From an optimization exercise on the open Yosys and OpenROAD flow, aimed at small area; shortcuts taken in it are not production practice. The RTL was checked by simulation tests, not by an equivalence proof against the original design. Power figures rest on the tool's default switching activity, not on a simulated workload.

==> flow/design.v (outline; a module is shown in full before it is edited, if it fits) <==
// module ysyx_23060336_IFU: 95 lines
// module ysyx_23060336_IDU: 968 lines
// module ysyx_23060336_RCA: 18 lines
// module ysyx_23060336_INC: 17 lines
// module ysyx_23060336_AddSub: 23 lines
// module ysyx_23060336_SHIFT: 2127 lines
// module ysyx_23060336_ALU: 54 lines
// module ysyx_23060336_ARBITER: 83 lines
// module ysyx_23060336_XBAR: 65 lines
// module ysyx_23060336_CLINT: 32 lines
// module ysyx_23060336_EXU: 94 lines
// module ysyx_23060336_LSU: 112 lines
// module ysyx_23060336_WBU: 32 lines
// module ysyx_23060336_REG: 37 lines
// module ysyx_23060336_CSR: 48 lines
// module ysyx_23060336_ICACHE: 99 lines
// module ysyx_23060336: 528 lines
module ysyx_23060336(
  input         clock,
                reset,
                io_interrupt,
                io_master_awready,
  output        io_master_awvalid,
  output [31:0] io_master_awaddr,
  output [3:0]  io_master_awid,
  output [7:0]  io_master_awlen,
  output [2:0]  io_master_awsize,
  output [1:0]  io_master_awburst,
  input         io_master_wready,
  output        io_master_wvalid,
  output [31:0] io_master_wdata,
  output [3:0]  io_master_wstrb,
  output        io_master_wlast,
                io_master_bready,
  input         io_master_bvalid,
  input  [1:0]  io_master_bresp,
  input  [3:0]  io_master_bid,
  input         io_master_arready,
  output        io_master_arvalid,
  output [31:0] io_master_araddr,
  output [3:0]  io_master_arid,
  output [7:0]  io_master_arlen,
  output [2:0]  io_master_arsize,
  output [1:0]  io_master_arburst,
  output        io_master_rready,
  input         io_master_rvalid,
  input  [1:0]  io_master_rresp,
  input  [31:0] io_master_rdata,
  input         io_master_rlast,
  input  [3:0]  io_master_rid,
  output        io_slave_awready,
  input         io_slave_awvalid,
  input  [31:0] io_slave_awaddr,
  input  [3:0]  io_slave_awid,
  input  [7:0]  io_slave_awlen,
  input  [2:0]  io_slave_awsize,
  input  [1:0]  io_slave_awburst,
  output        io_slave_wready,
  input         io_slave_wvalid,
  input  [31:0] io_slave_wdata,
  input  [3:0]  io_slave_wstrb,
  input         io_slave_wlast,
                io_slave_bready,
  output        io_slave_bvalid,
  output [1:0]  io_slave_bresp,
  output [3:0]  io_slave_bid,
  output        io_slave_arready,
  input         io_slave_arvalid,
  input  [31:0] io_slave_araddr,
  input  [3:0]  io_slave_arid,
  input  [7:0]  io_slave_arlen,
  input  [2:0]  io_slave_arsize,
  input  [1:0]  io_slave_arburst,
  input         io_slave_rready,
  output        io_slave_rvalid,
  output [1:0]  io_slave_rresp,
  output [31:0] io_slave_rdata,
  output [3:0]  io_slave_rid,
  output        io_slave_rlast
);
  // ...
==> flow/run.sh <==
#!/bin/bash
# synth_recipe.tcl (not shown) runs the flow's synth.tcl, then flattens the netlist and writes it again
# the make line also repeats each setting of config.mk as NAME=value (left out here)
make -C /OpenROAD-flow-scripts/flow DESIGN_CONFIG=/design/flow/config.mk WORK_HOME=/design/flow/orfs CLKGATE_MAP_FILE= SYNTH_SCRIPT=/design/flow/synth_recipe.tcl finish
==> flow/config.mk <==
export PLATFORM = sky130hd
export DESIGN_NAME = ysyx_23060336
export DESIGN_NICKNAME = ysyx_23060336
export VERILOG_FILES = /design/flow/design.v
export SDC_FILE = /design/flow/constraint.sdc
export NUM_CORES = 4
export LEC_CHECK = 0
export ABC_AREA = 1
export CAP_MARGIN = 20
export CORE_MARGIN = 2
export CORE_UTILIZATION = 40
export CTS_BUF_LIST = sky130_fd_sc_hd__clkbuf_8
export CTS_CLUSTER_DIAMETER = 50
export CTS_CLUSTER_SIZE = 15
export PLACE_DENSITY = 0.6
export SLEW_MARGIN = 20
==> flow/constraint.sdc <==
create_clock -name core_clock -period 25.0 [get_ports {clock}]
set_input_delay 5.0000 -clock core_clock [delete_from_list [all_inputs] [get_ports {clock}]]
set_output_delay 5.0000 -clock core_clock [all_outputs]
set_load 0.01 [all_outputs]
==> results.py, run 1 <==
metrics = {
    "worst_hold_path": {
        "min_path_type": "flip-flop to flip-flop",
    },
    "synthesis": {
        "synth_mux_area_share_pct": 0,
        "yosys.area_share.simple_pct": 19.4,
        "ys_warn_count": 12,
        "syn-cell-area_mm2": 0.0997,
        "syn_inst": 9703,
        "yosysMostFrequentCell": "nand2_1",
    },
    "timing": {
        "slew_violations": 0,
        "fin_crit_ns": 24.21,
        "slew-limit-headroom_pct": 17.0,
    },
    "run": {
        "maxCapViolCount": 0,
    },
    "worst_setup_path": {
        "crit_slowest_cell": "fa_2",
        "worst-r2r-setup-slack_ns": 2.55,
        "worstPathRequired_ns": 20.00,
        "endpoint": "io_master_arvalid",
        "r2r-end": "exu_d2[25]",
        "crit_path_frequent_cell": "fa_2",
    },
    "floorplan": {
        "num_rows": 183,
        "num_tap_cells": 3330,
    },
    "power_and_ir_drop": {
        "combinationalPowerShare_pct": 25.2,
        "top_power_group": "registers",
        "p_total_mw": 9.10,
        "pg_clk_mw": 2.42,
    },
    "cells_and_area": {
        "multi_input_comb_cells": 6225,
        "stdcell_count": 13400,
    },
    "placement": {
        "dpl_worst_slack_ns": -0.149,
        "placed_cell_area_mm2": 0.106,
    },
    "routing": {
        "routed_via_density": 5.63,
    },
    "status": {
        "outcome": "no timing/DRC/antenna violations",
    },
}
==> module ysyx_23060336_IFU, before the edit <==
module ysyx_23060336_IFU(
  input         clock,
                reset,
                io_out_ready,
  output        io_out_valid,
  output [31:0] io_out_bits_pc,
                io_out_bits_inst,
  input         io_axi_arready,
  output        io_axi_arvalid,
  output [31:0] io_axi_araddr,
  output        io_axi_rready,
  input         io_axi_rvalid,
  input  [31:0] io_axi_rdata,
                io_dnpc,
  input         io_exu_valid,
                io_isRAW_control
);
  reg  [31:0] PC;
  reg  [31:0] finst;
  reg  [2:0]  state;
  wire        _PC_T_9 = state == 3'h2;
  wire        _io_axi_rready_T_5 = state == 3'h1;
  wire        _io_axi_arvalid_T_4 = state == 3'h4;
  wire        _PC_T_13 = state == 3'h3;
  wire        _io_axi_arvalid_T_6 = state == 3'h6;
  wire        _io_axi_arvalid_T_2 = state == 3'h5;
  wire [31:0] io_axi_araddr_0 =
    _io_axi_arvalid_T_2 | ~(_io_axi_arvalid_T_4 | _io_axi_arvalid_T_6 & io_exu_valid)
      ? PC
      : io_dnpc;
  wire        io_axi_arvalid_0 =
    ~reset
    & (~(|state) | _io_axi_arvalid_T_2 | _io_axi_arvalid_T_4 | _io_axi_arvalid_T_6
       & io_exu_valid);
  wire [31:0] _PC_T_16;
  assign _PC_T_16[1:0] = PC[1:0];
  ysyx_23060336_INC #(30) pcinc (
    .a  (PC[31:2]),
    .ci (1'h1),
    .s  (_PC_T_16[31:2]),
    .co ()
  );
  wire [2:0]  _state_T_9 = io_out_ready ? 3'h0 : 3'h3;
  wire [2:0]  _state_T_10 = {1'h0, ~io_out_ready, 1'h0};
  always @(posedge clock) begin
    if (io_axi_rvalid)
      finst <= io_axi_rdata;
  end
  always @(posedge clock) begin
    if (reset) begin
      PC <= 32'h80000000;
      state <= 3'h5;
    end
    else begin
      if (reset)
        PC <= 32'h80000000;
      else if (io_exu_valid & _io_axi_arvalid_T_6)
        PC <= io_dnpc;
      else if (_io_axi_arvalid_T_4 & io_axi_rvalid & io_out_ready)
        PC <= _PC_T_16;
      else if (_io_axi_arvalid_T_4)
        PC <= io_dnpc;
      else if ((_PC_T_9 | _io_axi_rready_T_5 & io_axi_rvalid | _PC_T_13) & io_out_ready)
        PC <= _PC_T_16;
      if (state == 3'h2)
        state <= io_isRAW_control ? 3'h4 : _state_T_10;
      else if (state == 3'h3)
        state <= _state_T_9;
      else if (state == 3'h4)
        state <= io_axi_rvalid ? _state_T_9 : 3'h4;
      else if (state == 3'h1)
        state <= io_axi_rvalid ? (io_isRAW_control ? 3'h4 : _state_T_10) : 3'h1;
      else if (|state) begin
        if (state == 3'h6)
          state <= io_exu_valid ? 3'h1 : 3'h6;
        else if (state == 3'h5)
          state <= io_axi_arready ? 3'h6 : 3'h5;
        else
          state <= 3'h0;
      end
      else
        state <= io_axi_arready ? (io_axi_rvalid ? 3'h2 : 3'h1) : 3'h0;
    end
  end  
  assign io_out_valid =
    (_PC_T_9 | _io_axi_rready_T_5 & io_axi_rvalid & io_out_ready) & ~io_isRAW_control
    | _io_axi_arvalid_T_4 & io_axi_rvalid & io_out_ready | _PC_T_13 | _io_axi_arvalid_T_6
    & io_axi_rvalid;
  assign io_out_bits_pc = PC;
  assign io_out_bits_inst = io_axi_rvalid & io_out_ready ? io_axi_rdata : finst;
  assign io_axi_arvalid = io_axi_arvalid_0;
  assign io_axi_araddr = io_axi_araddr_0;
  assign io_axi_rready =
    ~(|state) | _io_axi_rready_T_5 | _io_axi_arvalid_T_6 | _io_axi_arvalid_T_4;
endmodule
==> module ysyx_23060336_AddSub, before the edit <==
module ysyx_23060336_AddSub(
  input         io_cin,
  input  [31:0] io_ina,
                io_inb,
  output [31:0] io_result,
  output        io_zero,
                io_carry,
                io_overflow
);
  wire [31:0] t_no_cin = {32{io_cin}} ^ io_inb;
  wire [32:0] _sum_T_1;
  ysyx_23060336_RCA #(32) rca (
    .a  (io_ina),
    .b  (t_no_cin),
    .ci (io_cin),
    .s  (_sum_T_1[31:0]),
    .co (_sum_T_1[32])
  );
  assign io_result = _sum_T_1[31:0];
  assign io_zero = _sum_T_1[31:0] == 32'h0;
  assign io_carry = _sum_T_1[32];
  assign io_overflow = io_ina[31] == t_no_cin[31] & _sum_T_1[31] != io_ina[31];
endmodule
==> module ysyx_23060336_EXU, before the edit <==
module ysyx_23060336_EXU(
  input         clock,
                reset,
  output        io_in_ready,
  input         io_in_valid,
  input  [31:0] io_in_bits_pc,
                io_in_bits_src1,
                io_in_bits_imm,
                io_in_bits_d2,
  input  [1:0]  io_in_bits_pcmux,
  input  [3:0]  io_in_bits_AluSel,
                io_in_bits_AluMux,
  input         io_in_bits_branch,
                io_in_bits_mret,
                io_in_bits_ecall,
  input         io_out_ready,
  output        io_out_valid,
  output [31:0] io_out_bits_result,
                io_dnpc,
  output        io_exu_valid,
                io_isRAW_control
);
  wire [31:0] _alu_io_result;
  reg         state;
  wire        recsr = (io_in_bits_AluMux == 4'h5 | io_in_bits_AluMux == 4'h6)
                      & io_in_bits_AluSel == 4'h3;
  wire [31:0] rers1 = {32{recsr}} ^ io_in_bits_src1;
  wire [31:0] rezimm = {32{recsr}} ^ io_in_bits_imm;
  wire        _inb_T = io_in_bits_AluMux == 4'h7;
  wire        _inb_T_1 = io_in_bits_AluMux == 4'h1;
  wire        _inb_T_2 = io_in_bits_AluMux == 4'h2;
  wire        _inb_T_3 = io_in_bits_AluMux == 4'h3;
  wire        _inb_T_6 = io_in_bits_AluMux == 4'h4;
  wire        _inb_T_4 = io_in_bits_AluMux == 4'h5;
  wire        _inb_T_5 = io_in_bits_AluMux == 4'h6;
  wire [31:0] pc4;
  assign pc4[1:0] = io_in_bits_pc[1:0];
  ysyx_23060336_INC #(30) pcinc (
    .a  (io_in_bits_pc[31:2]),
    .ci (1'h1),
    .s  (pc4[31:2]),
    .co ()
  );
  wire [31:0] target;
  ysyx_23060336_RCA #(32) tadd (
    .a  (io_in_bits_pcmux[1] ? io_in_bits_src1 : io_in_bits_pc),
    .b  (io_in_bits_imm),
    .ci (1'h0),
    .s  (target),
    .co ()
  );
  wire        useimm =
    io_in_bits_pcmux[1] | io_in_bits_pcmux[0] & (~io_in_bits_branch | _alu_io_result[0]);
  wire [31:0] io_dnpc_0 =
    io_in_bits_ecall | io_in_bits_mret
      ? io_in_bits_d2
      : useimm ? target : pc4;
  always @(posedge clock) begin
    if (reset)
      state <= 1'h0;
    else if (state)
      state <= ~io_out_ready;
    else
      state <= io_in_valid;
  end
  ysyx_23060336_ALU alu (
    .io_sel    (io_in_bits_AluSel),
    .io_ina
      (_inb_T | _inb_T_1
         ? io_in_bits_src1
         : _inb_T_2 | _inb_T_6
             ? io_in_bits_pc
             : _inb_T_4 | io_in_bits_AluMux == 4'h8
                 ? rers1
                 : io_in_bits_AluMux == 4'h9 | _inb_T_5
                     ? rezimm
                     : 32'h0),
    .io_inb
      (_inb_T | _inb_T_4 | _inb_T_5
         ? io_in_bits_d2
         : _inb_T_1 | _inb_T_3 | _inb_T_6
             ? io_in_bits_imm
             : _inb_T_2
                 ? 32'h4
                 : 32'h0),
    .io_result (_alu_io_result)
  );
  assign io_in_ready = ~state;
  assign io_out_valid = state;
  assign io_out_bits_result = _alu_io_result;
  assign io_dnpc = io_dnpc_0;
  assign io_exu_valid = state;
  assign io_isRAW_control = pc4 != io_dnpc_0;
endmodule
==> module ysyx_23060336_ICACHE, before the edit <==
module ysyx_23060336_ICACHE(
  input         clock,
                reset,
                io_master_arready,
  output        io_master_arvalid,
  output [31:0] io_master_araddr,
  output        io_master_rready,
  input         io_master_rvalid,
  input  [31:0] io_master_rdata,
  output        io_slave_arready,
  input         io_slave_arvalid,
  input  [31:0] io_slave_araddr,
  input         io_slave_rready,
  output        io_slave_rvalid,
  output [31:0] io_slave_rdata,
  input         io_awvalid,
  input  [31:0] io_awaddr
);
  reg  [25:0] tags [0:15];
  reg  [31:0] datas [0:15];
  reg  [15:0] valids;
  reg  [31:0] araddr;
  wire [25:0] slave_tag = araddr[31:6];
  wire        skip_addr = io_slave_araddr[31:24] == 8'h0F | io_slave_araddr == 32'h10000000;
  reg  [2:0]  state;
  reg  [2:0]  casez_tmp;
  wire        refill = state == 3'h3 & io_master_rvalid;
  wire        inval = io_awvalid & ~refill;
  wire [3:0]  idx = inval ? io_awaddr[5:2] : araddr[5:2];
  reg  [25:0] out_tag;
  reg  [31:0] out_data;
  integer i;
  always @(*) begin
    out_tag = 26'h0;
    out_data = 32'h0;
    for (i = 0; i < 16; i = i + 1) begin
      out_tag = out_tag | {26{idx == i}} & tags[i];
      out_data = out_data | {32{idx == i}} & datas[i];
    end
  end
  wire        out_valid = valids[idx];
  wire [2:0]  _state_T_9 = {~io_slave_rready, 2'h0};
  wire [2:0]  _state_T_11 = ~(|state) & io_slave_arvalid ? {skip_addr, 2'h1} : 3'h0;
  always_comb begin
    casez (state)
      3'b000:
        casez_tmp = _state_T_11;
      3'b001:
        casez_tmp = slave_tag == out_tag & out_valid ? 3'h4 : 3'h2;
      3'b010:
        casez_tmp = io_master_arready ? (io_master_rvalid ? _state_T_9 : 3'h3) : 3'h2;
      3'b011:
        casez_tmp = io_master_rvalid ? _state_T_9 : 3'h3;
      3'b100:
        casez_tmp = _state_T_9;
      3'b101:
        casez_tmp = io_master_rvalid ? 3'h0 : 3'h5;
      default:
        casez_tmp = _state_T_11;
    endcase
  end
  wire        _io_master_rready_T = state == 3'h2;
  wire        _io_master_rready_T_3 = io_slave_arvalid & skip_addr;
  wire        _io_master_rready_T_1 = state == 3'h3;
  wire        _io_master_rready_T_5 = state == 3'h5;
  wire        _io_slave_rdata_T = state == 3'h4;
  always @(posedge clock) begin
    if (reset) begin
      state <= 3'h0;
      valids <= 16'h0;
    end
    else begin
      state <= casez_tmp;
      if (refill | io_awvalid)
        valids[idx] <= ~inval;
    end
  end
  always @(posedge clock) begin
    if (io_slave_arvalid)
      araddr <= io_slave_araddr;
  end
  always @(posedge clock) begin
    if (refill)
      tags[araddr[5:2]] <= slave_tag;
    if (refill | io_awvalid)
      datas[idx] <= io_master_rdata;
  end
  assign io_master_arvalid = _io_master_rready_T | _io_master_rready_T_3;
  assign io_master_araddr = araddr;
  assign io_master_rready =
    _io_master_rready_T | _io_master_rready_T_1 | _io_master_rready_T_3
    | _io_master_rready_T_5;
  assign io_slave_arready = ~(|state);
  assign io_slave_rvalid =
    _io_slave_rdata_T
    | (_io_master_rready_T_5 | _io_master_rready_T_1 | _io_master_rready_T)
    & io_master_rvalid & io_slave_rready;
  assign io_slave_rdata = _io_slave_rdata_T ? out_data : io_master_rdata;
endmodule
==> module ysyx_23060336, before the edit <==
module ysyx_23060336(
  input         clock,
                reset,
                io_interrupt,
                io_master_awready,
  output        io_master_awvalid,
  output [31:0] io_master_awaddr,
  output [3:0]  io_master_awid,
  output [7:0]  io_master_awlen,
  output [2:0]  io_master_awsize,
  output [1:0]  io_master_awburst,
  input         io_master_wready,
  output        io_master_wvalid,
  output [31:0] io_master_wdata,
  output [3:0]  io_master_wstrb,
  output        io_master_wlast,
                io_master_bready,
  input         io_master_bvalid,
  input  [1:0]  io_master_bresp,
  input  [3:0]  io_master_bid,
  input         io_master_arready,
  output        io_master_arvalid,
  output [31:0] io_master_araddr,
  output [3:0]  io_master_arid,
  output [7:0]  io_master_arlen,
  output [2:0]  io_master_arsize,
  output [1:0]  io_master_arburst,
  output        io_master_rready,
  input         io_master_rvalid,
  input  [1:0]  io_master_rresp,
  input  [31:0] io_master_rdata,
  input         io_master_rlast,
  input  [3:0]  io_master_rid,
  output        io_slave_awready,
  input         io_slave_awvalid,
  input  [31:0] io_slave_awaddr,
  input  [3:0]  io_slave_awid,
  input  [7:0]  io_slave_awlen,
  input  [2:0]  io_slave_awsize,
  input  [1:0]  io_slave_awburst,
  output        io_slave_wready,
  input         io_slave_wvalid,
  input  [31:0] io_slave_wdata,
  input  [3:0]  io_slave_wstrb,
  input         io_slave_wlast,
                io_slave_bready,
  output        io_slave_bvalid,
  output [1:0]  io_slave_bresp,
  output [3:0]  io_slave_bid,
  output        io_slave_arready,
  input         io_slave_arvalid,
  input  [31:0] io_slave_araddr,
  input  [3:0]  io_slave_arid,
  input  [7:0]  io_slave_arlen,
  input  [2:0]  io_slave_arsize,
  input  [1:0]  io_slave_arburst,
  input         io_slave_rready,
  output        io_slave_rvalid,
  output [1:0]  io_slave_rresp,
  output [31:0] io_slave_rdata,
  output [3:0]  io_slave_rid,
  output        io_slave_rlast
);
  wire        _ifu_io_out_valid;
  wire [31:0] _ifu_io_out_bits_pc;
  wire [31:0] _ifu_io_out_bits_inst;
  wire        _ifu_io_axi_arvalid;
  wire [31:0] _ifu_io_axi_araddr;
  wire        _ifu_io_axi_rready;
  wire        _icache_io_master_arvalid;
  wire [31:0] _icache_io_master_araddr;
  wire        _icache_io_master_rready;
  wire        _icache_io_slave_arready;
  wire        _icache_io_slave_rvalid;
  wire [31:0] _icache_io_slave_rdata;
  wire        _idu_io_in_ready;
  wire        _idu_io_out_valid;
  wire [31:0] _idu_io_out_bits_imm;
  wire [1:0]  _idu_io_out_bits_pcmux;
  wire [3:0]  _idu_io_out_bits_AluSel;
  wire [3:0]  _idu_io_out_bits_AluMux;
  wire        _idu_io_out_bits_branch;
  wire        _idu_io_out_bits_mret;
  wire        _idu_io_out_bits_lsu_MemWr;
  wire        _idu_io_out_bits_lsu_MemtoReg;
  wire        _idu_io_out_bits_lsu_wbu_ecall;
  wire        _idu_io_out_bits_lsu_wbu_RegWr;
  wire        _idu_io_out_bits_lsu_wbu_CsrWr;
  wire [2:0]  _idu_io_out_bits_lsu_wbu_instType;
  wire [4:0]  _idu_io_out_bits_lsu_wbu_rd;
  wire [31:0] _reg_src1;
  wire [31:0] _reg_src2;
  wire [31:0] _csr_mepc;
  wire [31:0] _csr_mtvec;
  wire [31:0] _csr_csrdata;
  wire        _exu_io_in_ready;
  wire        _exu_io_out_valid;
  wire [31:0] _exu_io_out_bits_result;
  wire [31:0] _exu_io_dnpc;
  wire        _exu_io_exu_valid;
  wire        _exu_io_isRAW_control;
  wire        _lsu_io_in_ready;
  wire        _lsu_io_out_valid;
  wire [31:0] _lsu_io_out_bits_regdata;
  wire        _lsu_io_axi_awvalid;
  wire [31:0] _lsu_io_axi_awaddr;
  wire [2:0]  _lsu_io_axi_awsize;
  wire        _lsu_io_axi_wvalid;
  wire [31:0] _lsu_io_axi_wdata;
  wire [3:0]  _lsu_io_axi_wstrb;
  wire        _lsu_io_axi_wlast;
  wire        _lsu_io_axi_arvalid;
  wire [31:0] _lsu_io_axi_araddr;
  wire [2:0]  _lsu_io_axi_arsize;
  wire        _lsu_io_axi_rready;
  wire        _wbu_io_in_ready;
  wire        _wbu_io_reg_wen;
  wire        _wbu_io_csr_wen;
  wire        _wbu_io_csr_ecall;
  wire        _arbiter_io_ifu_arready;
  wire        _arbiter_io_ifu_rvalid;
  wire [31:0] _arbiter_io_ifu_rdata;
  wire        _arbiter_io_lsu_wready;
  wire        _arbiter_io_lsu_bvalid;
  wire        _arbiter_io_lsu_arready;
  wire        _arbiter_io_lsu_rvalid;
  wire [31:0] _arbiter_io_lsu_rdata;
  wire        _arbiter_io_axi_arvalid;
  wire [31:0] _arbiter_io_axi_araddr;
  wire [3:0]  _arbiter_io_axi_arid;
  wire [2:0]  _arbiter_io_axi_arsize;
  wire        _arbiter_io_axi_rready;
  wire        _xbar_io_slave_arready;
  wire        _xbar_io_slave_rvalid;
  wire [31:0] _xbar_io_slave_rdata;
  wire        _clint_io_axi_arready;
  wire        _clint_io_axi_rvalid;
  wire [31:0] _clint_io_axi_rdata;
  wire        _xbar_io_clint_arvalid;
  wire [31:0] _xbar_io_clint_araddr;
  reg  [31:0] idu_pc;
  reg  [31:0] idu_inst;
  reg  [31:0] exu_pc;
  reg  [31:0] exu_src1;
  reg  [31:0] exu_imm;
  reg  [31:0] exu_d2;
  reg  [1:0]  exu_pcmux;
  reg  [3:0]  exu_AluSel;
  reg  [3:0]  exu_AluMux;
  reg         exu_branch;
  reg         exu_mret;
  reg         exu_MemWr;
  reg         exu_MemtoReg;
  reg  [2:0]  exu_fn;
  reg         exu_ecall;
  reg         exu_RegWr;
  reg         exu_CsrWr;
  reg  [3:0]  exu_rd;
  reg  [2:0]  exu_csrsel;
  reg  [31:0] lsu_result;
  reg  [31:0] lsu_data;
  reg         lsu_MemWr;
  reg         lsu_MemtoReg;
  reg  [2:0]  lsu_fn;
  reg         lsu_ecall;
  reg         lsu_RegWr;
  reg         lsu_CsrWr;
  reg  [3:0]  lsu_rd;
  reg  [2:0]  lsu_csrsel;
  reg  [31:0] wbu_regdata;
  reg  [31:0] wbu_csrdata;
  reg         wbu_ecall;
  reg         wbu_RegWr;
  reg         wbu_CsrWr;
  reg  [3:0]  wbu_rd;
  reg  [2:0]  wbu_csrsel;
  wire [11:0] csr = idu_inst[31:20];
  wire        sys = _idu_io_out_bits_lsu_wbu_instType == 3'h6;
  wire [31:0] sysdata =
    (|idu_inst[14:12]) ? _csr_csrdata : idu_inst[21] ? _csr_mepc : _csr_mtvec;
  wire [2:0]  csrsel =
    csr == 12'h305 ? 3'h4
    : csr == 12'h300 ? 3'h5
    : csr == 12'h341 ? 3'h6
    : csr == 12'h342 ? 3'h7 : 3'h0;
  always @(posedge clock) begin
    if (_ifu_io_out_valid & _idu_io_in_ready) begin
      idu_pc <= _ifu_io_out_bits_pc;
      idu_inst <= _ifu_io_out_bits_inst;
    end
    if (_idu_io_out_valid & _exu_io_in_ready) begin
      exu_pc <= idu_pc;
      exu_src1 <= _reg_src1;
      exu_imm <= _idu_io_out_bits_imm | {27'h0, sys ? idu_inst[19:15] : 5'h0};
      exu_d2 <= sys ? sysdata : _reg_src2;
      exu_pcmux <= _idu_io_out_bits_pcmux;
      exu_AluSel <= _idu_io_out_bits_AluSel;
      exu_AluMux <= _idu_io_out_bits_lsu_wbu_ecall ? 4'h4 : _idu_io_out_bits_AluMux;
      exu_branch <= _idu_io_out_bits_branch;
      exu_mret <= _idu_io_out_bits_mret;
      exu_MemWr <= _idu_io_out_bits_lsu_MemWr;
      exu_MemtoReg <= _idu_io_out_bits_lsu_MemtoReg;
      exu_fn <= idu_inst[14:12];
      exu_ecall <= _idu_io_out_bits_lsu_wbu_ecall;
      exu_RegWr <= _idu_io_out_bits_lsu_wbu_RegWr;
      exu_CsrWr <= _idu_io_out_bits_lsu_wbu_CsrWr;
      exu_rd <= _idu_io_out_bits_lsu_wbu_rd[4] ? 4'h0 : _idu_io_out_bits_lsu_wbu_rd[3:0];
      exu_csrsel <= csrsel;
    end
    if (_exu_io_out_valid & _lsu_io_in_ready) begin
      lsu_result <= _exu_io_out_bits_result;
      lsu_data <= exu_d2;
      lsu_MemWr <= exu_MemWr;
      lsu_MemtoReg <= exu_MemtoReg;
      lsu_fn <= exu_fn;
      lsu_ecall <= exu_ecall;
      lsu_RegWr <= exu_RegWr;
      lsu_CsrWr <= exu_CsrWr;
      lsu_rd <= exu_rd;
      lsu_csrsel <= exu_csrsel;
    end
    if (_lsu_io_out_valid & _wbu_io_in_ready) begin
      wbu_regdata <= _lsu_io_out_bits_regdata;
      wbu_csrdata <= lsu_result;
      wbu_ecall <= lsu_ecall;
      wbu_RegWr <= lsu_RegWr;
      wbu_CsrWr <= lsu_CsrWr;
      wbu_rd <= lsu_rd;
      wbu_csrsel <= lsu_csrsel;
    end
  end
  ysyx_23060336_IFU ifu (
    .clock            (clock),
    .reset            (reset),
    .io_out_ready     (_idu_io_in_ready),
    .io_out_valid     (_ifu_io_out_valid),
    .io_out_bits_pc   (_ifu_io_out_bits_pc),
    .io_out_bits_inst (_ifu_io_out_bits_inst),
    .io_axi_arready   (_icache_io_slave_arready),
    .io_axi_arvalid   (_ifu_io_axi_arvalid),
    .io_axi_araddr    (_ifu_io_axi_araddr),
    .io_axi_rready    (_ifu_io_axi_rready),
    .io_axi_rvalid    (_icache_io_slave_rvalid),
    .io_axi_rdata     (_icache_io_slave_rdata),
    .io_dnpc          (_exu_io_dnpc),
    .io_exu_valid     (_exu_io_exu_valid),
    .io_isRAW_control (_exu_io_isRAW_control)
  );
  ysyx_23060336_IDU idu (
    .clock                          (clock),
    .reset                          (reset),
    .io_in_ready                    (_idu_io_in_ready),
    .io_in_valid                    (_ifu_io_out_valid),
    .io_in_bits_pc                  (idu_pc),
    .io_in_bits_inst                (idu_inst),
    .io_out_ready                   (_exu_io_in_ready),
    .io_out_valid                   (_idu_io_out_valid),
    .io_out_bits_pc                 (),
    .io_out_bits_src1               (),
    .io_out_bits_rezimm             (),
    .io_out_bits_rers1              (),
    .io_out_bits_imm                (_idu_io_out_bits_imm),
    .io_out_bits_mtvec              (),
    .io_out_bits_mepc               (),
    .io_out_bits_pcmux              (_idu_io_out_bits_pcmux),
    .io_out_bits_AluSel             (_idu_io_out_bits_AluSel),
    .io_out_bits_AluMux             (_idu_io_out_bits_AluMux),
    .io_out_bits_branch             (_idu_io_out_bits_branch),
    .io_out_bits_mret               (_idu_io_out_bits_mret),
    .io_out_bits_lsu_MemWr          (_idu_io_out_bits_lsu_MemWr),
    .io_out_bits_lsu_MemtoReg       (_idu_io_out_bits_lsu_MemtoReg),
    .io_out_bits_lsu_awsize         (),
    .io_out_bits_lsu_arsize         (),
    .io_out_bits_lsu_RegNum         (),
    .io_out_bits_lsu_wstrb          (),
    .io_out_bits_lsu_src2           (),
    .io_out_bits_lsu_csrdata        (),
    .io_out_bits_lsu_wbu_ebreak     (),
    .io_out_bits_lsu_wbu_ecall      (_idu_io_out_bits_lsu_wbu_ecall),
    .io_out_bits_lsu_wbu_RegWr      (_idu_io_out_bits_lsu_wbu_RegWr),
    .io_out_bits_lsu_wbu_CsrWr      (_idu_io_out_bits_lsu_wbu_CsrWr),
    .io_out_bits_lsu_wbu_isRAW_data (),
    .io_out_bits_lsu_wbu_instType   (_idu_io_out_bits_lsu_wbu_instType),
    .io_out_bits_lsu_wbu_rd         (_idu_io_out_bits_lsu_wbu_rd),
    .io_out_bits_lsu_wbu_csr        (),
    .io_reg_rs1                     (),
    .io_reg_rs2                     (),
    .io_reg_src1                    (32'h0),
    .io_reg_src2                    (32'h0),
    .io_csr_mepc                    (32'h0),
    .io_csr_mtvec                   (32'h0),
    .io_csr_csrdata                 (32'h0),
    .io_csr_csr                     (),
    .io_exu_rd                      ({1'b0, exu_rd}),
    .io_lsu_rd                      ({1'b0, lsu_rd}),
    .io_wbu_rd                      ({1'b0, wbu_rd})
  );
  ysyx_23060336_EXU exu (
    .clock              (clock),
    .reset              (reset),
    .io_in_ready        (_exu_io_in_ready),
    .io_in_valid        (_idu_io_out_valid),
    .io_in_bits_pc      (exu_pc),
    .io_in_bits_src1    (exu_src1),
    .io_in_bits_imm     (exu_imm),
    .io_in_bits_d2      (exu_d2),
    .io_in_bits_pcmux   (exu_pcmux),
    .io_in_bits_AluSel  (exu_AluSel),
    .io_in_bits_AluMux  (exu_AluMux),
    .io_in_bits_branch  (exu_branch),
    .io_in_bits_mret    (exu_mret),
    .io_in_bits_ecall   (exu_ecall),
    .io_out_ready       (_lsu_io_in_ready),
    .io_out_valid       (_exu_io_out_valid),
    .io_out_bits_result (_exu_io_out_bits_result),
    .io_dnpc            (_exu_io_dnpc),
    .io_exu_valid       (_exu_io_exu_valid),
    .io_isRAW_control   (_exu_io_isRAW_control)
  );
  ysyx_23060336_LSU lsu (
    .clock               (clock),
    .reset               (reset),
    .io_axi_awvalid      (_lsu_io_axi_awvalid),
    .io_axi_awaddr       (_lsu_io_axi_awaddr),
    .io_axi_awsize       (_lsu_io_axi_awsize),
    .io_axi_wready       (_arbiter_io_lsu_wready),
    .io_axi_wvalid       (_lsu_io_axi_wvalid),
    .io_axi_wdata        (_lsu_io_axi_wdata),
    .io_axi_wstrb        (_lsu_io_axi_wstrb),
    .io_axi_wlast        (_lsu_io_axi_wlast),
    .io_axi_bvalid       (_arbiter_io_lsu_bvalid),
    .io_axi_arready      (_arbiter_io_lsu_arready),
    .io_axi_arvalid      (_lsu_io_axi_arvalid),
    .io_axi_araddr       (_lsu_io_axi_araddr),
    .io_axi_arsize       (_lsu_io_axi_arsize),
    .io_axi_rready       (_lsu_io_axi_rready),
    .io_axi_rvalid       (_arbiter_io_lsu_rvalid),
    .io_axi_rdata        (_arbiter_io_lsu_rdata),
    .io_in_ready         (_lsu_io_in_ready),
    .io_in_valid         (_exu_io_out_valid),
    .io_in_bits_result   (lsu_result),
    .io_in_bits_MemWr    (lsu_MemWr),
    .io_in_bits_MemtoReg (lsu_MemtoReg),
    .io_in_bits_fn       (lsu_fn),
    .io_in_bits_data     (lsu_data),
    .io_in_bits_CsrWr    (lsu_CsrWr),
    .io_out_ready        (_wbu_io_in_ready),
    .io_out_valid        (_lsu_io_out_valid),
    .io_out_bits_regdata (_lsu_io_out_bits_regdata)
  );
  ysyx_23060336_WBU wbu (
    .clock            (clock),
    .io_in_next_CsrWr (lsu_CsrWr),
    .reset            (reset),
    .io_in_ready      (_wbu_io_in_ready),
    .io_in_valid      (_lsu_io_out_valid),
    .io_in_bits_ecall (wbu_ecall),
    .io_in_bits_RegWr (wbu_RegWr),
    .io_in_bits_CsrWr (wbu_CsrWr),
    .io_reg_wen       (_wbu_io_reg_wen),
    .io_csr_wen       (_wbu_io_csr_wen),
    .io_csr_ecall     (_wbu_io_csr_ecall)
  );
  ysyx_23060336_REG reg_0 (
    .clock    (clock),
    .io_load  (_ifu_io_out_valid & _idu_io_in_ready),
    .io_busy  (~_idu_io_in_ready),
    .io_rs1_in(_ifu_io_out_bits_inst[19:15]),
    .io_rs1   (idu_inst[19:15]),
    .io_rs2   (idu_inst[24:20]),
    .io_src1  (_reg_src1),
    .io_src2  (_reg_src2),
    .io_wen   (_wbu_io_reg_wen),
    .io_waddr (wbu_rd),
    .io_wdata (wbu_regdata)
  );
  ysyx_23060336_CSR csr_0 (
    .clock      (clock),
    .reset      (reset),
    .io_mepc    (_csr_mepc),
    .io_mtvec   (_csr_mtvec),
    .io_csrdata (_csr_csrdata),
    .io_csr     (csr),
    .io_wen     (_wbu_io_csr_wen),
    .io_ecall   (_wbu_io_csr_ecall),
    .io_wsel    (wbu_csrsel),
    .io_wdata   (wbu_csrdata)
  );
  ysyx_23060336_ARBITER arbiter (
    .clock          (clock),
    .reset          (reset),
    .io_ifu_arready (_arbiter_io_ifu_arready),
    .io_ifu_arvalid (_icache_io_master_arvalid),
    .io_ifu_araddr  (_icache_io_master_araddr),
    .io_ifu_rready  (_icache_io_master_rready),
    .io_ifu_rvalid  (_arbiter_io_ifu_rvalid),
    .io_ifu_rdata   (_arbiter_io_ifu_rdata),
    .io_lsu_awready (),
    .io_lsu_awvalid (_lsu_io_axi_awvalid),
    .io_lsu_awaddr  (_lsu_io_axi_awaddr),
    .io_lsu_awsize  (_lsu_io_axi_awsize),
    .io_lsu_wready  (_arbiter_io_lsu_wready),
    .io_lsu_wvalid  (_lsu_io_axi_wvalid),
    .io_lsu_wdata   (_lsu_io_axi_wdata),
    .io_lsu_wstrb   (_lsu_io_axi_wstrb),
    .io_lsu_wlast   (_lsu_io_axi_wlast),
    .io_lsu_bvalid  (_arbiter_io_lsu_bvalid),
    .io_lsu_arready (_arbiter_io_lsu_arready),
    .io_lsu_arvalid (_lsu_io_axi_arvalid),
    .io_lsu_araddr  (_lsu_io_axi_araddr),
    .io_lsu_arsize  (_lsu_io_axi_arsize),
    .io_lsu_rready  (_lsu_io_axi_rready),
    .io_lsu_rvalid  (_arbiter_io_lsu_rvalid),
    .io_lsu_rdata   (_arbiter_io_lsu_rdata),
    .io_axi_awready (io_master_awready),
    .io_axi_awvalid (),
    .io_axi_awaddr  (),
    .io_axi_awsize  (),
    .io_axi_wready  (io_master_wready),
    .io_axi_wvalid  (),
    .io_axi_wdata   (),
    .io_axi_wstrb   (),
    .io_axi_wlast   (),
    .io_axi_bvalid  (io_master_bvalid),
    .io_axi_arready (_xbar_io_slave_arready),
    .io_axi_arvalid (_arbiter_io_axi_arvalid),
    .io_axi_araddr  (_arbiter_io_axi_araddr),
    .io_axi_arid    (_arbiter_io_axi_arid),
    .io_axi_arsize  (_arbiter_io_axi_arsize),
    .io_axi_rready  (_arbiter_io_axi_rready),
    .io_axi_rvalid  (_xbar_io_slave_rvalid),
    .io_axi_rdata   (_xbar_io_slave_rdata)
  );
  ysyx_23060336_XBAR xbar (
    .io_slave_awready  (),
    .io_slave_awvalid  (1'b0),
    .io_slave_awaddr   (32'h0),
    .io_slave_awsize   (3'h0),
    .io_slave_wready   (),
    .io_slave_wvalid   (1'b0),
    .io_slave_wdata    (32'h0),
    .io_slave_wstrb    (4'h0),
    .io_slave_wlast    (1'b0),
    .io_slave_bvalid   (),
    .io_slave_arready  (_xbar_io_slave_arready),
    .io_slave_arvalid  (_arbiter_io_axi_arvalid),
    .io_slave_araddr   (_arbiter_io_axi_araddr),
    .io_slave_arid     (_arbiter_io_axi_arid),
    .io_slave_arsize   (_arbiter_io_axi_arsize),
    .io_slave_rready   (_arbiter_io_axi_rready),
    .io_slave_rvalid   (_xbar_io_slave_rvalid),
    .io_slave_rdata    (_xbar_io_slave_rdata),
    .io_master_awready (io_master_awready),
    .io_master_awvalid (),
    .io_master_awaddr  (),
    .io_master_awsize  (),
    .io_master_wready  (io_master_wready),
    .io_master_wvalid  (),
    .io_master_wdata   (),
    .io_master_wstrb   (),
    .io_master_wlast   (),
    .io_master_bvalid  (io_master_bvalid),
    .io_master_arready (io_master_arready),
    .io_master_arvalid (io_master_arvalid),
    .io_master_araddr  (io_master_araddr),
    .io_master_arid    (io_master_arid),
    .io_master_arsize  (io_master_arsize),
    .io_master_rready  (io_master_rready),
    .io_master_rvalid  (io_master_rvalid),
    .io_master_rdata   (io_master_rdata),
    .io_clint_arready  (_clint_io_axi_arready),
    .io_clint_arvalid  (_xbar_io_clint_arvalid),
    .io_clint_araddr   (_xbar_io_clint_araddr),
    .io_clint_rvalid   (_clint_io_axi_rvalid),
    .io_clint_rdata    (_clint_io_axi_rdata)
  );
  ysyx_23060336_CLINT clint (
    .clock          (clock),
    .reset          (reset),
    .io_axi_arready (_clint_io_axi_arready),
    .io_axi_arvalid (_xbar_io_clint_arvalid),
    .io_axi_araddr  (_xbar_io_clint_araddr),
    .io_axi_rvalid  (_clint_io_axi_rvalid),
    .io_axi_rdata   (_clint_io_axi_rdata)
  );
  ysyx_23060336_ICACHE icache (
    .clock             (clock),
    .reset             (reset),
    .io_master_arready (_arbiter_io_ifu_arready),
    .io_master_arvalid (_icache_io_master_arvalid),
    .io_master_araddr  (_icache_io_master_araddr),
    .io_master_rready  (_icache_io_master_rready),
    .io_master_rvalid  (_arbiter_io_ifu_rvalid),
    .io_master_rdata   (_arbiter_io_ifu_rdata),
    .io_slave_arready  (_icache_io_slave_arready),
    .io_slave_arvalid  (_ifu_io_axi_arvalid),
    .io_slave_araddr   (_ifu_io_axi_araddr),
    .io_slave_rready   (_ifu_io_axi_rready),
    .io_slave_rvalid   (_icache_io_slave_rvalid),
    .io_slave_rdata    (_icache_io_slave_rdata),
    .io_awvalid        (_lsu_io_axi_awvalid),
    .io_awaddr         (_lsu_io_axi_awaddr)
  );
  assign io_master_awvalid = _lsu_io_axi_awvalid;
  assign io_master_awaddr = _lsu_io_axi_awaddr;
  assign io_master_awid = 4'h2;
  assign io_master_awlen = 8'h0;
  assign io_master_awsize = _lsu_io_axi_awsize;
  assign io_master_awburst = 2'h1;
  assign io_master_wvalid = _lsu_io_axi_wvalid;
  assign io_master_wdata = _lsu_io_axi_wdata;
  assign io_master_wstrb = _lsu_io_axi_wstrb;
  assign io_master_wlast = _lsu_io_axi_wlast;
  assign io_master_bready = 1'h1;
  assign io_master_arlen = 8'h0;
  assign io_master_arburst = 2'h1;
  assign io_slave_awready = 1'h0;
  assign io_slave_wready = 1'h0;
  assign io_slave_bvalid = 1'h0;
  assign io_slave_bresp = 2'h0;
  assign io_slave_bid = 4'h0;
  assign io_slave_arready = 1'h0;
  assign io_slave_rvalid = 1'h0;
  assign io_slave_rresp = 2'h0;
  assign io_slave_rdata = 32'h0;
  assign io_slave_rid = 4'h0;
  assign io_slave_rlast = 1'h0;
endmodule
==> run 2: changes to the inputs <==
--- a/flow/design.v
+++ b/flow/design.v
@@ -13,4 +13,6 @@
   input  [31:0] io_axi_rdata,
                 io_dnpc,
+  input         io_dnpc_skip,
+  output        io_axi_araddr_skip,
   input         io_exu_valid,
                 io_isRAW_control
@@ -25,8 +27,9 @@
   wire        _io_axi_arvalid_T_6 = state == 3'h6;
   wire        _io_axi_arvalid_T_2 = state == 3'h5;
-  wire [31:0] io_axi_araddr_0 =
-    _io_axi_arvalid_T_2 | ~(_io_axi_arvalid_T_4 | _io_axi_arvalid_T_6 & io_exu_valid)
-      ? PC
-      : io_dnpc;
+  wire        araddr_pc =
+    _io_axi_arvalid_T_2 | ~(_io_axi_arvalid_T_4 | _io_axi_arvalid_T_6 & io_exu_valid);
+  wire [31:0] io_axi_araddr_0 = araddr_pc ? PC : io_dnpc;
+  assign io_axi_araddr_skip =
+    araddr_pc ? PC[31:24] == 8'h0F | PC == 32'h10000000 : io_dnpc_skip;
   wire        io_axi_arvalid_0 =
     ~reset
@@ -1108,13 +1111,31 @@
   wire [31:0] t_no_cin = {32{io_cin}} ^ io_inb;
   wire [32:0] _sum_T_1;
-  ysyx_23060336_RCA #(32) rca (
-    .a  (io_ina),
-    .b  (t_no_cin),
+  wire        c16;
+  wire [16:0] hi0;
+  wire [16:0] hi1;
+  ysyx_23060336_RCA #(16) rca_lo (
+    .a  (io_ina[15:0]),
+    .b  (t_no_cin[15:0]),
     .ci (io_cin),
-    .s  (_sum_T_1[31:0]),
-    .co (_sum_T_1[32])
+    .s  (_sum_T_1[15:0]),
+    .co (c16)
   );
+  ysyx_23060336_RCA #(16) rca_hi0 (
+    .a  (io_ina[31:16]),
+    .b  (t_no_cin[31:16]),
+    .ci (1'h0),
+    .s  (hi0[15:0]),
+    .co (hi0[16])
+  );
+  ysyx_23060336_RCA #(16) rca_hi1 (
+    .a  (io_ina[31:16]),
+    .b  (t_no_cin[31:16]),
+    .ci (1'h1),
+    .s  (hi1[15:0]),
+    .co (hi1[16])
+  );
+  assign _sum_T_1[32:16] = c16 ? hi1 : hi0;
   assign io_result = _sum_T_1[31:0];
-  assign io_zero = _sum_T_1[31:0] == 32'h0;
+  assign io_zero = io_ina == io_inb;
   assign io_carry = _sum_T_1[32];
   assign io_overflow = io_ina[31] == t_no_cin[31] & _sum_T_1[31] != io_ina[31];
@@ -3500,5 +3521,6 @@
   output [31:0] io_out_bits_result,
                 io_dnpc,
-  output        io_exu_valid,
+  output        io_dnpc_skip,
+                io_exu_valid,
                 io_isRAW_control
 );
@@ -3574,4 +3596,10 @@
   assign io_exu_valid = state;
   assign io_isRAW_control = pc4 != io_dnpc_0;
+  assign io_dnpc_skip =
+    io_in_bits_ecall | io_in_bits_mret
+      ? io_in_bits_d2[31:24] == 8'h0F | io_in_bits_d2 == 32'h10000000
+      : useimm
+          ? target[31:24] == 8'h0F | target == 32'h10000000
+          : pc4[31:24] == 8'h0F | pc4 == 32'h10000000;
 endmodule
 module ysyx_23060336_LSU(
@@ -3820,5 +3848,6 @@
   output [31:0] io_slave_rdata,
   input         io_awvalid,
-  input  [31:0] io_awaddr
+  input  [31:0] io_awaddr,
+  input         io_slave_skip
 );
   reg  [25:0] tags [0:15];
@@ -3827,5 +3856,5 @@
   reg  [31:0] araddr;
   wire [25:0] slave_tag = araddr[31:6];
-  wire        skip_addr = io_slave_araddr[31:24] == 8'h0F | io_slave_araddr == 32'h10000000;
+  wire        skip_addr = io_slave_skip;
   reg  [2:0]  state;
   reg  [2:0]  casez_tmp;
@@ -4002,4 +4031,6 @@
   wire [31:0] _exu_io_out_bits_result;
   wire [31:0] _exu_io_dnpc;
+  wire        _exu_io_dnpc_skip;
+  wire        _ifu_io_axi_araddr_skip;
   wire        _exu_io_exu_valid;
   wire        _exu_io_isRAW_control;
@@ -4148,4 +4179,6 @@
     .io_axi_rdata     (_icache_io_slave_rdata),
     .io_dnpc          (_exu_io_dnpc),
+    .io_dnpc_skip     (_exu_io_dnpc_skip),
+    .io_axi_araddr_skip (_ifu_io_axi_araddr_skip),
     .io_exu_valid     (_exu_io_exu_valid),
     .io_isRAW_control (_exu_io_isRAW_control)
@@ -4219,4 +4252,5 @@
     .io_out_bits_result (_exu_io_out_bits_result),
     .io_dnpc            (_exu_io_dnpc),
+    .io_dnpc_skip       (_exu_io_dnpc_skip),
     .io_exu_valid       (_exu_io_exu_valid),
     .io_isRAW_control   (_exu_io_isRAW_control)
@@ -4404,5 +4438,6 @@
     .io_slave_rdata    (_icache_io_slave_rdata),
     .io_awvalid        (_lsu_io_axi_awvalid),
-    .io_awaddr         (_lsu_io_axi_awaddr)
+    .io_awaddr         (_lsu_io_axi_awaddr),
+    .io_slave_skip     (_ifu_io_axi_araddr_skip)
   );
   assign io_master_awvalid = _lsu_io_axi_awvalid;
==> flow/flow/run.sh (new file) <==
#!/bin/bash
# Standard ORFS layout, except: synthesis maps the logic with an area-oriented
# abc script (flow/abc_area.script, via flow/mysynth.tcl), and CTS uses
# clkbuf_8 clock buffers, small clusters and no dummy loads.  Each step's
# output goes to a log file in this folder.
set -euo pipefail
W=$(pwd)
export MY_ABC_SCRIPT=$W/flow/abc_area.script
CTS="-sink_clustering_enable -repair_clock_nets -dont_use_dummy_load -buf_list sky130_fd_sc_hd__clkbuf_8 -root_buf sky130_fd_sc_hd__clkbuf_16 -sink_clustering_size 15 -sink_clustering_max_diameter 50"
M=(make -C "$FLOW_HOME" DESIGN_CONFIG=$W/config.mk WORK_HOME=$W/orfs CLKGATE_MAP_FILE= SYNTH_SCRIPT=$W/flow/mysynth.tcl)
"${M[@]}" synth > $W/synth.log 2>&1
CTS_ARGS="$CTS" "${M[@]}" CTS_ARGS="$CTS" finish > $W/layout.log 2>&1
R=$W/orfs/results/$FLOW_PLATFORM/ysyx_23060336/base
: # left out here: write the final layout as DEF
==> flow/flow/abc_area.script (new file) <==
strash
&get -n
&fraig -x
&put
scorr
dc2
dc2
strash
&get -n
&dch -f
&nf
&put
==> flow/flow/mysynth.tcl (new file) <==
proc synth {args} { yosys synth -nofsm -noshare {*}$args }
# technology mapping with an area-oriented abc script and no delay target
proc abc {args} {
  set out {}
  set i 0
  while {$i < [llength $args]} {
    set a [lindex $args $i]
    if {$a eq "-script"} {
      lappend out -script $::env(MY_ABC_SCRIPT)
      incr i 2
    } elseif {$a eq "-D" || $a eq "-constr"} {
      incr i 2
    } else {
      lappend out $a
      incr i
    }
  }
  yosys abc {*}$out
}
source $::env(SCRIPTS_DIR)/synth.tcl
# left out here: clear keep_hierarchy, flatten, clean up, hide names made inside functions, write 1_2_yosys.v
==> flow/standard.sh (new file) <==
#!/bin/bash
# synth_recipe.tcl (not shown) runs the flow's synth.tcl, then flattens the netlist and writes it again
# the make line also repeats each setting of config.mk as NAME=value (left out here)
make -C /OpenROAD-flow-scripts/flow DESIGN_CONFIG=/design/flow/config.mk WORK_HOME=/design/flow/orfs CLKGATE_MAP_FILE= SYNTH_SCRIPT=/design/flow/synth_recipe.tcl "${@:-finish}"
==> flow/config.mk (replaced) <==
export PLATFORM = sky130hd
export DESIGN_NAME = ysyx_23060336
export DESIGN_NICKNAME = ysyx_23060336
export VERILOG_FILES = /design/flow/design.v
export SDC_FILE = /design/flow/constraint.sdc
export NUM_CORES = 4
export LEC_CHECK = 0
export CAP_MARGIN = 5
export CORE_MARGIN = 2
export CORE_UTILIZATION = 40
export PLACE_DENSITY = 0.6
export SLEW_MARGIN = 5
removed: flow/run.sh
==> run 2 against run 1 <==
  * Critical endpoint is now io_master_rready
  * Still clean
  * Critical path type unchanged
  * Fmax is 0.14% higher
  * Hold slack worse by 0.075 ns
  * Non-clock buffer count stayed put
==> results.py, run 2 <==
metrics = {
    "routing": {
        "routed_via_density": 6.42,
        "drt-total-wl_um": 343000,
        "dr_total_vias": 66800,
        "detail-route-antenna-nets": 0,
        "first_pass_iters": 9,
        "wl_per_cell_um": 33.0,
        "drt_iter0_drc": 10500,
        "drc_errors": 0,
    },
    "power_and_ir_drop": {
        "p_leak_nw": 33.5,
        "p_total_mw": 8.43,
        "powerDensity_mw_per_mm2": 82.2,
        "irDropWorstVdd_v": 0.0000627,
    },
    "cells_and_area": {
        "area_delta_synth_final_pct": 11.9,
        "nets": 7819,
        "nFillCells": 20300,
        "seqCellArea_mm2": 0.0621,
        "layout_common_cells": "edfxtp_1 (1,876), nand2_1 (642), nor2_1 (506), a21oi_1 (454), a22oi_1 (322)",
        "largest_reg_flops": 512,
        "drive_above_1_share_pct": 8.68,
        "multi_input_area_mm2": 0.0293,
        "final_common_cell": "edfxtp_1",
        "regMostFlops": "icache.datas",
        "stdcell_count": 10400,
    },
    "synthesis": {
        "ys_warn_count": 12,
        "synth_area_leaders": "edfxtp_1 (61%), dfxtp_1 (6.3%), a222oi_1 (3.1%)",
        "avgSynthCellArea_um2": 13.6,
        "synth_top_area_cell": "edfxtp_1",
        "ys.flop_type": "edfxtp_1",
        "syn-cell-area_mm2": 0.0916,
        "syn_inst": 6743,
        "synth_common_cells": "edfxtp_1 (1,876), nand2_1 (644), nor2_1 (551)",
        "yosysMostFrequentCell": "edfxtp_1",
        "yosysSeqAreaShare_pct": 67.7,
        "synth_seq_cells": 2163,
        "synthArstFlopShare_pct": 0,
        "synth_edf_count": 1876,
        "ys_types": 67,
        "yosysTopAreaCellShare_pct": 61.5,
    },
    "clock_network": {
        "cts_tree": "done",
        "cts_max_path_buffers": 3,
        "htree_levels": 4,
        "root_buffer": "clkbuf_16",
        "clkSinkCount": 2163,
        "clkLatencyLatePin_ns": 0.88,
        "cts_buffers": 201,
        "path_clk_slew_ns": 0.10,
    },
    "floorplan": {
        "ios": 383,
        "start_util_pct": 40.3,
        "die_w_um": 483,
        "die_area_mm2": 0.233,
        "die_h_um": 483,
        "core_area_mm2": 0.227,
        "num_rows": 175,
    },
    "grt": {
        "grt_pass1_vias": 63300,
        "grt-ovfl-total": 0,
        "grt_pass1_wl_um": 479000,
        "track_usage_pct": 28.8,
        "grt_antenna_before_repair": 21,
        "grt_max_degree": 156,
    },
    "timing": {
        "period_share_pct": 96.7,
        "hold_violations": 0,
        "fin_crit_ns": 24.17,
        "setup_viol": 0,
        "fin_setup_tns_ns": 0,
        "slew-limit-headroom_pct": 19.9,
        "fin_worst_skew_ns": 0.176,
        "setup_ws_ns": 0.828,
        "fmax_mhz": 41.4,
        "rsz0062_at_grt": "false",
        "slew_violations": 0,
        "worst_pin_slew_ns": 1.20,
    },
    "worst_setup_path": {
        "startpoint_type": "flip-flop",
        "setup.worst_path.end_class": "output pin",
        "critPathKind": "flip-flop to output pin",
        "slowest_delay_ns": 0.55,
        "worstPathRequired_ns": 20.00,
        "crit_fanout": 8,
        "crit_path_frequent_cell": "fa_1",
        "crit_slowest_cell": "clkdlybuf4s50_1",
        "worst-r2r-setup-slack_ns": 1.52,
        "crit_arrival_ns": 19.17,
    },
    "placement": {
        "hpwl_um": 220000,
        "dpl_worst_slack_ns": 0.469,
        "io_buffers": 148,
        "place_congestion": 0.984,
        "place_inst": 10200,
    },
    "worst_hold_path": {
        "min_path_type": "flip-flop to flip-flop",
    },
    "run": {
        "maxCapViolCount": 0,
    },
    "status": {
        "outcome": "no timing/DRC/antenna violations",
    },
}
## run 2: changes by cell type after synthesis, moves of 90 or more
| cell | delta |
|---|---|
| nor2b_1 | +90 |
| nand2_1 | -1852 |
| nor2_1 | -174 |
| a21oi_1 | +208 |
| clkbuf_1 | -324 |
| a22oi_1 | +302 |
| o21ai_0 | -167 |
| inv_1 | -760 |
| clkinv_1 | +180 |
| a222oi_1 | +280 |
| nand3_1 | -708 |
## run 2: timing repair
item | in CTS | in global routing
pin swaps | 1 | 6
resized for setup | 7 | 23
setup endpoints to repair | 2 | 63
hold buffers | 0 | 0
buffers inserted | 1 | 7
## run 2: stage by stage
stage / hold slack, ns / cell area [µm²] / utilization (%)
floorplan: 0.400 / 92000 / -
global placement: 0.402 / 99600 / 43.8
detailed placement: 0.405 / 99600 / 43.8
CTS: 0.293 / 102000 / 45.0
global route: 0.294 / 103000 / 45.1
finish: 0.311 / 103000 / 45.1
## run 2: cell families after synthesis
| family | count (synthesis) | synth area share [%] |
|---|---|---|
| and+or+nand+nor | 1871 | 9.34 |
| DFF | 2163 | 67.7 |
| other | 2 | 0.00820 |
| adders and majority gates | 251 | 3.92 |
| buffers and inverters | 282 | 1.53 |
| muxes | 116 | 1.34 |
| xor gates and xnor gates | 97 | 0.927 |
| AOI/OAI and AO/OA | 1961 | 15.2 |
## run 2: path summary, 6_finish.rpt
check / startpoint / endpoint / depth (start not counted)
worst max-delay path: exu_AluSel[3] / io_master_rready / 56
worst min-delay path: idu_pc[1] / exu_pc[1] / 0
worst max register to register: exu_AluSel[3] / reg_0.shadow[16] / 75
worst min register to register: idu_pc[1] / exu_pc[1] / 0
## run 2: power breakdown
part	switching [mW]	internal (mW)
sequential	0.275	4.19
clock	1.14	0.715
combinational	1.40	0.705
total	2.82	5.61
## run 2: layout make-up
class,instances,area share [%]
clock buffer,201,2.71
sequential,2163,60.5
timing repair buffer,443,3.82
multi-input combinational,4375,28.5
tap,3009,3.67
antenna,15,0.0366
inverter,191,0.700
## run 2: worst max-delay path, delay by kind of cell, from the launching register on
family,cells,cell delay [ns]
buf+inv,8,1.50
simple gates,4,1.07
compound gates,14,2.77
flops,1,0.43
fa+ha+maj,30,12.61
## run 2: per-layer routing
layer | global-route usage, % | part of all wire, % | up-vias
met2 | 44.0 | 44 | 4123
met4 | 12.9 | 5.1 | 8
met5 | 0 | 0.017 | -
met1 | 39.7 | 40 | 33900
met3 | 5.98 | 11 | 701
li1 | - | - | 28100

==> separate check: timing with driven ports <==
In the flow no input, the clock included, has a driving cell. The finished layouts below were timed again as built, in two steps.
Step 1 (the two cells are an assumption about what drives the block):
set clk [get_ports {clock}]
set_driving_cell -lib_cell sky130_fd_sc_hd__clkbuf_16 $clk
set_driving_cell -lib_cell sky130_fd_sc_hd__buf_2 [delete_from_list [all_inputs] $clk]
Step 2 also shifts input and output timing later by t, the mid clock arrival at the registers, as if the neighbouring blocks saw the same clock.
Slacks: no drivers / after step 1 / after step 2; pairs: no drivers / after step 1.
| run | t (ns) | setup WS [ns] | hold WS [ns] | latest minus earliest clock arrival (ns) | worst data-port slew with drivers (ns) |
|---|---|---|---|---|---|
| run 1 | 1.117 | 0.794 / 0.709 / 1.826 | 0.386 / 0.386 / 0.386 | 0.112 / 0.112 | 0.06 |
| run 2 | 0.885 | 0.828 / 0.735 / 1.522 | 0.311 / 0.311 / 0.311 | 0.176 / 0.176 | 0.05 |
After both steps setup and hold are still met in every run listed.
